Background: an optimization exercise with open tools, aiming at small area, a short achievable clock period and few clock cycles. Do not read the settings as production practice.

// fundamental_milestone
module fundamental_milestone (
		input logic Clock_50,
		input logic Resetn,
		input logic m1_enable,
		input logic [15:0] SRAM_read_data,
		output logic [15:0] SRAM_write_data,
		output logic SRAM_we_n,
		output logic [17:0] SRAM_address,
		output logic m1_disable
		);
Size: about 2000 cells after synthesis, roughly 360 flip-flops, roughly 55 I/O pins.
export LEC_CHECK = 0
export CAP_MARGIN = 20
export CORE_MARGIN = 2
export CORE_UTILIZATION = 40
export CTS_CLUSTER_DIAMETER = 70
export CTS_CLUSTER_SIZE = 36
export PLACE_DENSITY = 0.6
export SLEW_MARGIN = 20
export SYNTH_HIERARCHICAL = 1
export SYNTH_MINIMUM_KEEP_SIZE = 0
export SETUP_SLACK_MARGIN = 11.8
create_clock -name core_clock -period 16.0 [get_ports {Clock_50}]
standard.sh (not shown) runs the stock make flow with config.mk's settings and CLKGATE_MAP_FILE= SYNTH_SCRIPT=/design/flow/synth_recipe.tcl, a recipe that flattens the netlist after the stock synthesis.
==> flow/flow/run.sh <==
#!/bin/bash
set -euo pipefail
cat >> config.mk <<'EOC'
export SETUP_SLACK_MARGIN = 11.8
EOC
bash standard.sh > standard.log 2>&1
Change:
--- a/flow/design.v
+++ b/flow/design.v
@@ -84,30 +84,28 @@
 		output logic [17:0] SRAM_address,
 		output logic m1_disable
 		);
 logic        running;
 logic [3:0]  ph;         
 logic [1:0]  warm;       
 logic [6:0]  col;        
 logic        wr_en;
 assign wr_en = (warm == 2'd3);
-logic        we;         
-assign SRAM_we_n = ~we;
 logic [16:0] up;
 logic [16:0] ya;       
 logic [17:0] wp;
 logic [17:0] inc;
 logic [7:0]  us0, us1, us2, us3, us4, us5, us6;    
 logic [7:0]  vs0, vs1, vs2, vs3, vs4, vs5, vs6;    
-logic [15:0] ybuf;       
+logic [15:0] ybuf;
 logic        u_en, u_ld, v_en, v_ld;    
 logic [9:0]  fv;                
-logic [7:0]  px_y;       
+logic [7:0]  px_y;
 logic [9:0]  px_u, px_v;        
 logic [10:0] r_a, r_b, g_a, g_b, b_a, b_b;
 logic        r_c, g_c, b_c;
 logic [8:0]  p1, p2, p3;        
 logic [7:0]  hold;
 wire ya_0 = up[1] ^ 1'b1;
 wire ya_1 = up[1] & 1'b1;
 wire ya_2 = up[2] ^ 1'b1;
 wire ya_3 = up[2] & 1'b1;
@@ -606,19 +604,18 @@
 wire fi_231 = fi_210 | (fi_211 & fi_161);
 wire fi_232 = fi_181 ^ fi_231;
 wire fi_233 = fi_212 | (fi_213 & fi_161);
 wire fi_234 = fi_184 ^ fi_233;
 wire fi_235 = fi_214 | (fi_215 & fi_161);
 wire fi_236 = fi_187 ^ fi_235;
 wire fi_237 = fi_216 | (fi_217 & fi_161);
 wire fi_238 = 1'b1 ^ fi_237;
 assign fout = {fi_238, fi_236, fi_234, fi_232, fi_230, fi_228, fi_226, fi_224, fi_222, fi_220};
-assign px_y = ybuf[15:8];
 logic [10:0] r_a_d, r_b_d, g_a_d, g_b_d, b_a_d, b_b_d;
 logic        r_c_d, g_c_d, b_c_d;
 wire cr_0, cr_1;
 m1_fa u_cr_0 (.a(px_y[4]), .b(px_y[2]), .c(px_y[0]), .s(cr_0), .co(cr_1));
 wire cr_2, cr_3;
 m1_fa u_cr_2 (.a(px_y[5]), .b(px_y[3]), .c(px_y[1]), .s(cr_2), .co(cr_3));
 wire cr_4, cr_5;
 m1_fa u_cr_4 (.a(px_y[6]), .b(px_y[4]), .c(px_y[2]), .s(cr_4), .co(cr_5));
 wire cr_6, cr_7;
@@ -1562,29 +1559,29 @@
 		if (ph == 4'd9) begin
 			if (!wr_en) warm <= warm + 2'd1;
 			col <= (col == 7'd79) ? 7'd0 : col + 7'd1;
 		end
 	end
 end
 always_ff @(posedge Clock_50 or negedge Resetn) begin
 	if (!Resetn) begin
 		running <= 1'b0;
-		we <= 1'b0;
+		SRAM_we_n <= 1'b1;
 		m1_disable <= 1'b0;
 	end else begin
 		m1_disable <= 1'b0;
 		if (!running) begin
-			we <= 1'b0;
+			SRAM_we_n <= 1'b1;
 			if (m1_enable) running <= 1'b1;
 		end else begin
 			case (ph)
-				4'd1, 4'd2, 4'd3, 4'd6, 4'd7, 4'd8: we <= wr_en;
-				default: we <= 1'b0;
+				4'd1, 4'd2, 4'd3, 4'd6, 4'd7, 4'd8: SRAM_we_n <= ~wr_en;
+				default: SRAM_we_n <= 1'b1;
 			endcase
 			if (ph == 4'd8 && wr_en && SRAM_address == 18'h3FFFE) begin
 				m1_disable <= 1'b1;
 				running <= 1'b0;
 			end
 		end
 	end
 end
 always_ff @(posedge Clock_50) begin
@@ -1598,39 +1595,38 @@
 			4'd0, 4'd4: SRAM_address <= {ya, (ph == 4'd0)};    
 			4'd5: SRAM_address <= {1'b0, up[16:8] + 9'h4B, up[7:0]};    
 			4'd1, 4'd6: SRAM_address <= wp;
 			default: SRAM_address <= inc;
 		endcase
 		if (ph == 4'd0) up <= inc[16:0];
 		if ((ph == 4'd4 || ph == 4'd9) && wr_en) wp <= inc;
 	end
 	if (ph == 4'd3 || ph == 4'd7) ybuf <= SRAM_read_data;
-	else if (ph == 4'd0 || ph == 4'd5) ybuf[15:8] <= ybuf[7:0];
 	u_en <= (ph == 4'd1) || (ph == 4'd3);
 	u_ld <= (ph == 4'd1);
 	v_en <= (ph == 4'd0) || (ph == 4'd7);
 	v_ld <= (ph == 4'd7);
 	if (u_en) begin
 		us0 <= us1; us1 <= us2; us2 <= us3; us3 <= us4; us4 <= us5;
 		us5 <= u_ld ? SRAM_read_data[15:8] : us6;
 		us6 <= SRAM_read_data[7:0];
 	end
 	if (v_en) begin
 		vs0 <= vs1; vs1 <= vs2; vs2 <= vs3; vs3 <= vs4; vs4 <= vs5;
 		vs5 <= v_ld ? SRAM_read_data[15:8] : vs6;
 		vs6 <= SRAM_read_data[7:0];
 	end
 	p1 <= p1_d; p2 <= p2_d; p3 <= p3_d;
 	if (ph == 4'd2 || ph == 4'd8) fv <= fout;
 	case (ph)
-		4'd9, 4'd4: begin px_u <= {2'b00, us2}; px_v <= {2'b00, vs1}; end
-		4'd0, 4'd5: begin px_u <= fout;          px_v <= fv; end
-		default:    begin                        px_v <= fv; end
+		4'd9, 4'd4: begin px_y <= ybuf[15:8]; px_u <= {2'b00, us2}; px_v <= {2'b00, vs1}; end
+		4'd0, 4'd5: begin px_y <= ybuf[7:0];  px_u <= fout;          px_v <= fv; end
+		default:    begin px_y <= ybuf[7:0];                          px_v <= fv; end
 	endcase
 	r_a <= r_a_d; r_b <= r_b_d; r_c <= r_c_d;
 	g_a <= g_a_d; g_b <= g_b_d; g_c <= g_c_d;
 	b_a <= b_a_d; b_b <= b_b_d; b_c <= b_c_d;
 	case (ph)
 		4'd1, 4'd6: begin SRAM_write_data <= {q_r, q_g}; hold <= q_b; end
 		4'd2, 4'd7: SRAM_write_data <= {hold, q_r};
 		default:    SRAM_write_data <= {q_g, q_b};    
 	endcase
Outcome: Flip-flop and latch count grows by 8. Sequential share of layout area is higher by 1.1 points. Clock skew hardly moves. Count of clock-buffer cells in the layout rose by 3. Routed wire length falls slightly. Critical path depth decreases by 1. Via count is lower by a few percent. Fmax falls slightly. Global-route usage shrinks by 0.15 points. Core utilization decreases by 0.31 points. Synthesized cell count decreases by a few percent.
No functional check of the RTL was part of any run of this note.

==> separate check: timing with driven ports <==
How much do the figures lean on ideal ports? The routed layouts below were timed once more, with nothing changed but the port constraints.
Step 1 (the two cells are an assumption about what drives the block):
set clk [get_ports {Clock_50}]
set_driving_cell -lib_cell sky130_fd_sc_hd__clkbuf_16 $clk
set_driving_cell -lib_cell sky130_fd_sc_hd__buf_2 [delete_from_list [all_inputs] $clk]
Step 2 times the ports against the registers' clock, not the clock port: input delays grow and output delays shrink by t, the midpoint of the rising clock arrivals with the driver on.
a / b / c = ideal / step 1 / step 2; a / b = the first two.
| run | t, ns | setup WS [ns] | worst hold slack (ns) | worst setup path after step 2 |
|---|---|---|---|---|
| the first run | 0.645 | 11.683 / 11.627 / 11.709 | 0.442 / 0.442 / 0.442 | register to register |
| the second run | 0.633 | 11.605 / 11.547 / 11.776 | 0.449 / 0.449 / 0.449 | input to register |
After both steps setup and hold are still met in every run listed.
